Context: an optimization exercise on an open-source flow, tuned for small area and a short achievable clock period. The choices shown serve that exercise and are no tape-out recipe.
In this exercise RTL edits were held to simulation tests only and were not proved equivalent to the original.
Power figures rest on the tool's default switching activity, not on a simulated workload.

## flow/design.v (module list and top-level ports; edited modules follow where they fit)
// module vedicmult_16bit: 1508 lines
// module FA: 4 lines
// module XN2: 3 lines
// module OR2: 3 lines
// module X2: 3 lines
// module NR2: 3 lines
module vedicmult_16bit(input [15:0] a, b,
input clk, reset,
output reg [31:0] out);
  // ...
==> flow/run.sh <==
#!/bin/bash
# synth_recipe.tcl (not shown) runs the flow's synth.tcl, then flattens the netlist and writes it again
# the make line also repeats each setting of config.mk as NAME=value (left out here)
make -C /OpenROAD-flow-scripts/flow DESIGN_CONFIG=/design/flow/config.mk WORK_HOME=/design/flow/orfs CLKGATE_MAP_FILE= SYNTH_SCRIPT=/design/flow/synth_recipe.tcl finish
==> flow/config.mk <==
export PLATFORM = sky130hd
export DESIGN_NAME = vedicmult_16bit
export DESIGN_NICKNAME = vedicmult_16bit
export VERILOG_FILES = /design/flow/design.v
export SDC_FILE = /design/flow/constraint.sdc
export NUM_CORES = 4
export LEC_CHECK = 0
export CAP_MARGIN = 20
export CORE_MARGIN = 2
export CORE_UTILIZATION = 40
export SLEW_MARGIN = 20
export SYNTH_HIERARCHICAL = 1
export SYNTH_MINIMUM_KEEP_SIZE = 0
==> flow/constraint.sdc <==
create_clock -name core_clock -period 17.0 [get_ports {clk}]
set_input_delay 3.4000 -clock core_clock [delete_from_list [all_inputs] [get_ports {clk}]]
set_output_delay 3.4000 -clock core_clock [all_outputs]
set_load 0.01 [all_outputs]
==> results.cfg, run 1 <==
[pwr]
intPower_mw = 0.817
max-vdd-ir-drop_mv = 0.136
clock_power_share_pct = 5.6

[layout]
nonClkBufAreaFrac_pct = 8.25
final_common_cell = nand2_1
nNonClkInverters = 5

[yosys]
ys.flop_type = dfxtp_1
synth_seq_cells = 32
yosys.area_share.simple_pct = 20.2
ys_top_cells_by_count = nand2_1, fa_1, clkbuf_1, dfxtp_1, xor2_1
post-synth-top-count-cell = nand2_1
synth_nets = 974
synthMuxAreaShare_pct = 0.699

[clock_tree]
cts_hold_buffers = 0
clk_path_buf_depth = 2
cts_tree = done
post-cts-setup-buffer-count = 0

[die]
initial_core_util_pct = 41.1
coreArea_mm2 = 0.0174

[run]
maxCapViolCount = 0

[drt]
drc = 0
drtIter0Drc = 310

[global_routing]
grt_pass1_wl_um = 30300
grt_usage_pct = 21.6
grt_max_degree = 38
grt_pass1_vias = 5860

[worst_setup_path]
critPathTopFamily = adder cells
crit_end = out[26]

[placed_design]
placedCellCount = 954
pre_cts_ws_ns = 6.79

[sta]
min_period_ns = 9.94
hold-worst-slack_ns = 3.62

[hold_path]
worst_hold_path_type = input port to flip-flop

[status]
status = no timing/DRC/antenna violations
==> run 2, diff against run 1 <==
==> flow/flow/run.sh (new file) <==
#!/bin/bash
# Own layout flow: the standard ORFS flow, with the port buffers made of
# plain buffers (the default picks a delay cell) and a small clock buffer list.
set -euo pipefail
export BUFFER_PORTS_ARGS="-buffer_cell sky130_fd_sc_hd__buf_2"
bash standard.sh > standard.log 2>&1
==> flow/standard.sh (new file) <==
#!/bin/bash
# synth_recipe.tcl (not shown) runs the flow's synth.tcl, then flattens the netlist and writes it again
# the make line also repeats each setting of config.mk as NAME=value (left out here)
make -C /OpenROAD-flow-scripts/flow DESIGN_CONFIG=/design/flow/config.mk WORK_HOME=/design/flow/orfs CLKGATE_MAP_FILE= SYNTH_SCRIPT=/design/flow/synth_recipe.tcl "${@:-finish}"
removed: flow/run.sh
==> results.cfg, run 2 <==
[yosys]
synth_area_leaders = fa_1, nand2_1, dfxtp_1
synthArstFlopShare_pct = 0
synth_seq_cells = 32
ys.flop_type = dfxtp_1
synth_top_family_by_area = adder cells
synth_fa_ha_area_share_pct = 58.9
yosys.area_share.xor_xnor_pct = 4.40
ys_seq_area_share_pct = 8.94
synth_edf_count = 0
post-synth-top-count-cell = nand2_1
avgSynthCellArea_um2 = 9.85
synthCells = 727
synthesis.area_mm2 = 0.00716
synthMuxAreaShare_pct = 0.699
yosys.area_share.simple_pct = 20.2
yosys.area.top_type = fa_1
synth_compound_area_share_pct = 3.18
synth_cell_type_count = 39
ys_top_cells_by_count = nand2_1, fa_1, clkbuf_1, dfxtp_1, xor2_1
yosys_warnings = 7
yosysTopAreaCellShare_pct = 57.9
synth_nets = 974

[layout]
syn_to_final_growth_pct = 7.11
regMostFlops = out
fillers = 1710
largest_reg_flops = 32
fin_util_pct = 44.0
nets = 981
top_regs = out (32)
antenna_cells = 0
stdcell_area_mm2 = 0.00767
final_common_cell = nand2_1
final_layout_size_suffix_gt1_share_pct = 10.5
final_cell_mix = nand2_1, fa_1, buf_2

[worst_setup_path]
critPathTopFamily = adder cells
cpMostUsedCell = fa_1
path_cells = buf_2 > nand2_1 > fa_1 > fa_1 > fa_1 > fa_1 > fa_1 > fa_1 > or2_1 > fa_1 > inv_1 > ha_1 > ha_1 > or2_4 > a31o_4 > nor4b_4 > or2_4 > a221o_1 > ha_1 > or3_1 > and3_1
cp-start-kind = input port
cpPeakStageDelay_ns = 0.55
critPathKind = input port to flip-flop
crit_required_ns = 17.18
critical_path_buf_inv_count = 2
worst-endpoint-arrival_ns = 9.38
endpoint_kind = flip-flop
slowest_stage = fa_1
crit_fanout = 16
cp.depth = 21

[clock_tree]
clk_path_buf_depth = 2
clk_pin_slew_ns = 0.05
post-cts-setup-buffer-count = 0
cts_sinks = 32
post_cts_resized = 0
cts_root_buffer = clkbuf_16
cts_hold_buffers = 0
htreeDepth = 2
cts_tree = done
cts_made_buffers = 5

[die]
initial_core_util_pct = 41.1
dieArea_mm2 = 0.0190
die-height_um = 138
rows = 48
pin_count = 66
coreArea_mm2 = 0.0174
die_w_um = 138

[placed_design]
port_buffers = 65
pre_cts_ws_ns = 7.49
placed_cell_area_mm2 = 0.00752
place.gp.congestion = 0.884
hpwl_um = 14300

[drt]
dr.pass1.iters = 4
wl_per_cell_um = 19.7
routed_wl_um = 18900
vias = 5232
drtIter0Drc = 298
vias_per_cell = 5.45
antenna_left = 0
drc = 0

[global_routing]
grt_pass1_vias = 5896
antenna_found_initial = 0
grt_overflow = 0
grt_usage_pct = 21.8
grt_max_degree = 38
grt_pass1_wl_um = 30500

[sta]
maxSlewViolCount = 0
maxSlewHeadroom_pct = 65.9
final_hold_viol_count = 0
fmax_mhz = 109
setup_viol = 0
min_period_ns = 9.19
fin_ws_ns = 7.81
post-route-period-util_pct = 54.1
worstMarginPinSlew_ns = 0.512
rsz0062_at_grt = no
tns_ns = 0

[status]
status = no timing/DRC/antenna violations

[hold_path]
worst_hold_path_type = input port to flip-flop
hold_depth = 2
min_from = b[0]
whs_endpoint = out[0]

[pwr]
leakagePower_nw = 2.85
power_mw = 1.56
max-vdd-ir-drop_mv = 0.114
power_density_mw_per_mm2 = 204

[run]
maxCapViolCount = 0
-- run 2: changes by cell type in the layout (fill, tap and decap cells not counted) --
cell,previous run,this run
buf_2,1,65
clkdlybuf4s50_1,64,0
buf_4,2,0
-- run 2: modules after synthesis (local to each module, per instance) --
| module | area (µm²) | copies in the design | cells |
|---|---|---|---|
| vedicmult_16bit | 2640 | 1 | 464 |
| NR2 | 3.75 | 17 | 1 |
| OR2 | 6.26 | 11 | 1 |
| XN2 | 8.76 | 11 | 1 |
| X2 | 8.76 | 17 | 1 |
| FA | 20.0 | 207 | 1 |
-- run 2: layout make-up --
| cell class | instances | area, µm² | share of cell area (%) |
|---|---|---|---|
| Timing Repair Buffer | 65 | 325 | 4.24 |
| Multi-Input combinational cell | 625 | 6260 | 81.6 |
| Clock buffer | 8 | 146 | 1.91 |
| Inverter | 5 | 18.8 | 0.245 |
| Sequential cell | 32 | 641 | 8.35 |
| Tap cell | 225 | 282 | 3.67 |
-- run 2: through the flow --
stage | hold slack (ns) | cells
5_1_grt | 3.59 | 960
3_3_place_gp | 3.80 | 952
3_5_place_dp | 3.79 | 952
4_1_cts | 3.57 | 960
6_report | 3.59 | 960
2_1_floorplan | 3.55 | 727
-- run 2: kinds of logic (layout without fill, tap and decap cells) --
logic type | count (synthesis) | count (layout)
xor gates and xnor gates | 36 | 36
buffers and inverters | 70 | 78
muxes | 5 | 5
adders and majority gates | 213 | 213
AOI/OAI and AO/OA | 31 | 31
and+or+nand+nor | 340 | 340
DFF | 32 | 32
-- run 2: worst max path at each step --
stage	to	slack [ns]	start
4_1_cts	out[26]	7.80	b[2]
2_1_floorplan	out[26]	7.64	b[1]
3_5_place_dp	out[26]	7.49	b[2]
6_report	out[26]	7.81	b[1]
5_1_grt	out[26]	7.54	b[2]
3_3_place_gp	out[26]	7.56	b[1]
-- run 2: power breakdown --
| group | internal [mW] | switching, mW |
|---|---|---|
| sequential | 0.114 | 0.00511 |
| combinational | 0.613 | 0.738 |
| clock | 0.0583 | 0.0328 |
| total | 0.786 | 0.776 |
-- run 2: per-layer routing --
layer  vias to the layer above  track usage [%]  routed length [µm]
li1                       2203                -                   -
met1                      2734             26.2                7030
met2                       252             38.1                9650
met3                        43             4.97                1530
met4                         0             8.16                 693
met5                         -                0                   0

[afterwards: timing with drivers on the ports]
Ports are ideal in the flow. The routed layouts listed here were re-timed in OpenROAD.
Step 1: set_driving_cell puts a clkbuf_16 on clk and a buf_2 on each other input, an assumption about the parent block.
Step 2 times the ports against the registers' clock, not the clock port: input delays grow and output delays shrink by t, the midpoint of the rising clock arrivals with the driver on.
Three values: ideal ports, drivers, drivers and shift; two values: the first two.
run | t, ns | setup slack, ns | clock arrival spread, ns
run 1 | 0.327 | 7.063 / 7.066 / 6.739 | 0.005 / 0.004
run 2 | 0.329 | 7.806 / 7.773 / 7.445 | 0.008 / 0.007
After both steps setup and hold are still met in every run listed. For run 2, which loses most, drivers alone change the setup slack by -0.033 ns; drivers and shift together by -0.361 ns.
